Background: an optimization exercise with open tools, aiming at small area. Do not read the settings as production practice.
The RTL was checked by simulation tests, not by an equivalence proof against the original design.
Power figures rest on the tool's default switching activity, not on a simulated workload.

## riscv_core
module riscv_core (
    input clk,
    input reset,
    output [31:0] imem_addr,
    input  [31:0] imem_rdata,
    output [31:0] dmem_addr,
    output [31:0] dmem_wdata,
    output [1:0]  dmem_size,
    output        dmem_we,
    input  [31:0] dmem_rdata
);
==> flow/config.mk <==
export PLATFORM = sky130hd
export DESIGN_NAME = riscv_core
export DESIGN_NICKNAME = riscv_core
export VERILOG_FILES = /design/flow/design.v
export SDC_FILE = /design/flow/constraint.sdc
export NUM_CORES = 4
export LEC_CHECK = 0
export ABC_AREA = 1
export CAP_MARGIN = 20
export CORE_MARGIN = 2
export CORE_UTILIZATION = 55
export CTS_BUF_LIST = sky130_fd_sc_hd__clkbuf_4 sky130_fd_sc_hd__clkbuf_8
export CTS_CLUSTER_DIAMETER = 60
export CTS_CLUSTER_SIZE = 20
export SLEW_MARGIN = 20
==> flow/constraint.sdc <==
create_clock -name core_clock -period 18.0 [get_ports {clk}]
set_input_delay 3.6000 -clock core_clock [delete_from_list [all_inputs] [get_ports {clk}]]
set_output_delay 3.6000 -clock core_clock [all_outputs]
set_load 0.01 [all_outputs]
run.sh (not shown) runs the stock make flow with config.mk's settings and CLKGATE_MAP_FILE= SYNTH_SCRIPT=/design/flow/synth_recipe.tcl, a recipe that flattens the netlist after the stock synthesis.
==> next run, changes <==
==> flow/flow/run.sh (new file) <==
#!/bin/bash
# The standard layout, with plain buf_1 cells as the port buffers.
set -euo pipefail
bash standard.sh "BUFFER_PORTS_ARGS=-buffer_cell sky130_fd_sc_hd__buf_1" finish > standard_flow.log 2>&1
==> flow/standard.sh (new file) <==
#!/bin/bash
# synth_recipe.tcl (not shown) runs the flow's synth.tcl, then flattens the netlist and writes it again
# the make line also repeats each setting of config.mk as NAME=value (left out here)
make -C /OpenROAD-flow-scripts/flow DESIGN_CONFIG=/design/flow/config.mk WORK_HOME=/design/flow/orfs CLKGATE_MAP_FILE= SYNTH_SCRIPT=/design/flow/synth_recipe.tcl "${@:-finish}"
removed: flow/run.sh
The changed run went through all stages and came out clean. Die area stays the same. Non-clock buffer count is higher by 7. Hold slack gets better by 0.019 ns. Sequential power barely changes.


Another version of the RTL of riscv_core (not shown whole).
Size in the first run: roughly 2300 cells after synthesis, ~170 I/O pins, ~0.031 mm^2 of cells after synthesis.
export LEC_CHECK = 0
export ABC_AREA = 0
export CAP_MARGIN = 20
export CORE_MARGIN = 2
export CORE_UTILIZATION = 50
export CTS_BUF_LIST = sky130_fd_sc_hd__clkbuf_4 sky130_fd_sc_hd__clkbuf_8
export CTS_CLUSTER_DIAMETER = 60
export CTS_CLUSTER_SIZE = 20
export SLEW_MARGIN = 20
export SYNTH_HIERARCHICAL = 1
create_clock -name core_clock -period 18.0 [get_ports {clk}]
standard.sh (not shown) runs the stock make flow with config.mk's settings and CLKGATE_MAP_FILE= SYNTH_SCRIPT=/design/flow/synth_recipe.tcl, a recipe that flattens the netlist after the stock synthesis.
==> flow/flow/run.sh <==
#!/bin/bash
# The standard layout, with plain buf_1 cells as the port buffers and a clock tree
# built without dummy loads.
set -euo pipefail
bash standard.sh "BUFFER_PORTS_ARGS=-buffer_cell sky130_fd_sc_hd__buf_1" \
  "CTS_ARGS=-sink_clustering_enable -repair_clock_nets -sink_clustering_size 30 -sink_clustering_max_diameter 60 -buf_list {sky130_fd_sc_hd__clkbuf_8 sky130_fd_sc_hd__clkbuf_16} -dont_use_dummy_load" \
  finish > standard_flow.log 2>&1
Rerun with:
==> flow/flow/run.sh (replaced) <==
#!/bin/bash
# The standard layout, with plain buf_1 cells as the port buffers and a clock tree
# built without dummy loads.
set -euo pipefail
bash standard.sh "BUFFER_PORTS_ARGS=-buffer_cell sky130_fd_sc_hd__buf_1" \
  "CTS_ARGS=-sink_clustering_enable -repair_clock_nets -sink_clustering_size 20 -sink_clustering_max_diameter 60 -buf_list {sky130_fd_sc_hd__clkbuf_4 sky130_fd_sc_hd__clkbuf_8} -dont_use_dummy_load" \
  finish > standard_flow.log 2>&1
- CORE_UTILIZATION: 50 -> 62
The changed run finished clean.
Total power drops by 2.9%.
Design area drops by 1.7%.
Worst setup slack degrades by 0.36 ns.
Core utilization climbs by 13 points.
Maximum frequency drops by 2.7%.
Cell count drops by 3.5%.
Rerun with:
- CORE_UTILIZATION: 62 -> 50
Result: The changed run produced a clean layout. Combinational power barely changes. Total power hardly moves. Worst setup slack improves by 0.44 ns. Design area rose slightly. Clock power hardly moves. First-iteration DRC count fell by roughly a tenth. Synthesized area is unchanged. Clock skew rose by 0.037 ns.

afterwards: timing with drivers on the ports:
How much do the figures lean on ideal ports? The routed layouts below were timed once more, with nothing changed but the port constraints.
Step 1 (the two cells are an assumption about what drives the block):
set clk [get_ports {clk}]
set_driving_cell -lib_cell sky130_fd_sc_hd__clkbuf_16 $clk
set_driving_cell -lib_cell sky130_fd_sc_hd__buf_2 [delete_from_list [all_inputs] $clk]
Step 2 moves the port delays by t, midway between the first and last clock arrival at a register: inputs arrive t later, outputs are due t later. That takes back most of the time a late clock gives input paths.
Slacks: ideal / step 1 / step 2; pairs: ideal / step 1.
run | t (ns) | setup WS [ns] | worst register clock-pin slew, ns | worst slew at a driven data input, ns | cell pins on the clock port's net
the first run of note 1 | 0.739 | 4.595 / 4.572 / 4.048 | 0.12 / 0.12 | 0.13 | 1
the second run of note 1 | 0.752 | 5.151 / 5.182 / 4.430 | 0.12 / 0.12 | 0.13 | 1
the first run of note 2 | 0.662 | 5.030 / 5.070 / 4.407 | 0.11 / 0.11 | 0.08 | 1
the second run of note 2 | 0.708 | 4.666 / 4.660 / 3.952 | 0.12 / 0.12 | 0.11 | 1
the third run of note 2 | 0.688 | 5.102 / 5.137 / 4.449 | 0.12 / 0.12 | 0.09 | 1
After both steps setup and hold are still met in every run listed. The setup slack of the second run of note 1, which loses most, moves by +0.031 ns with the drivers and by -0.721 ns with both steps.
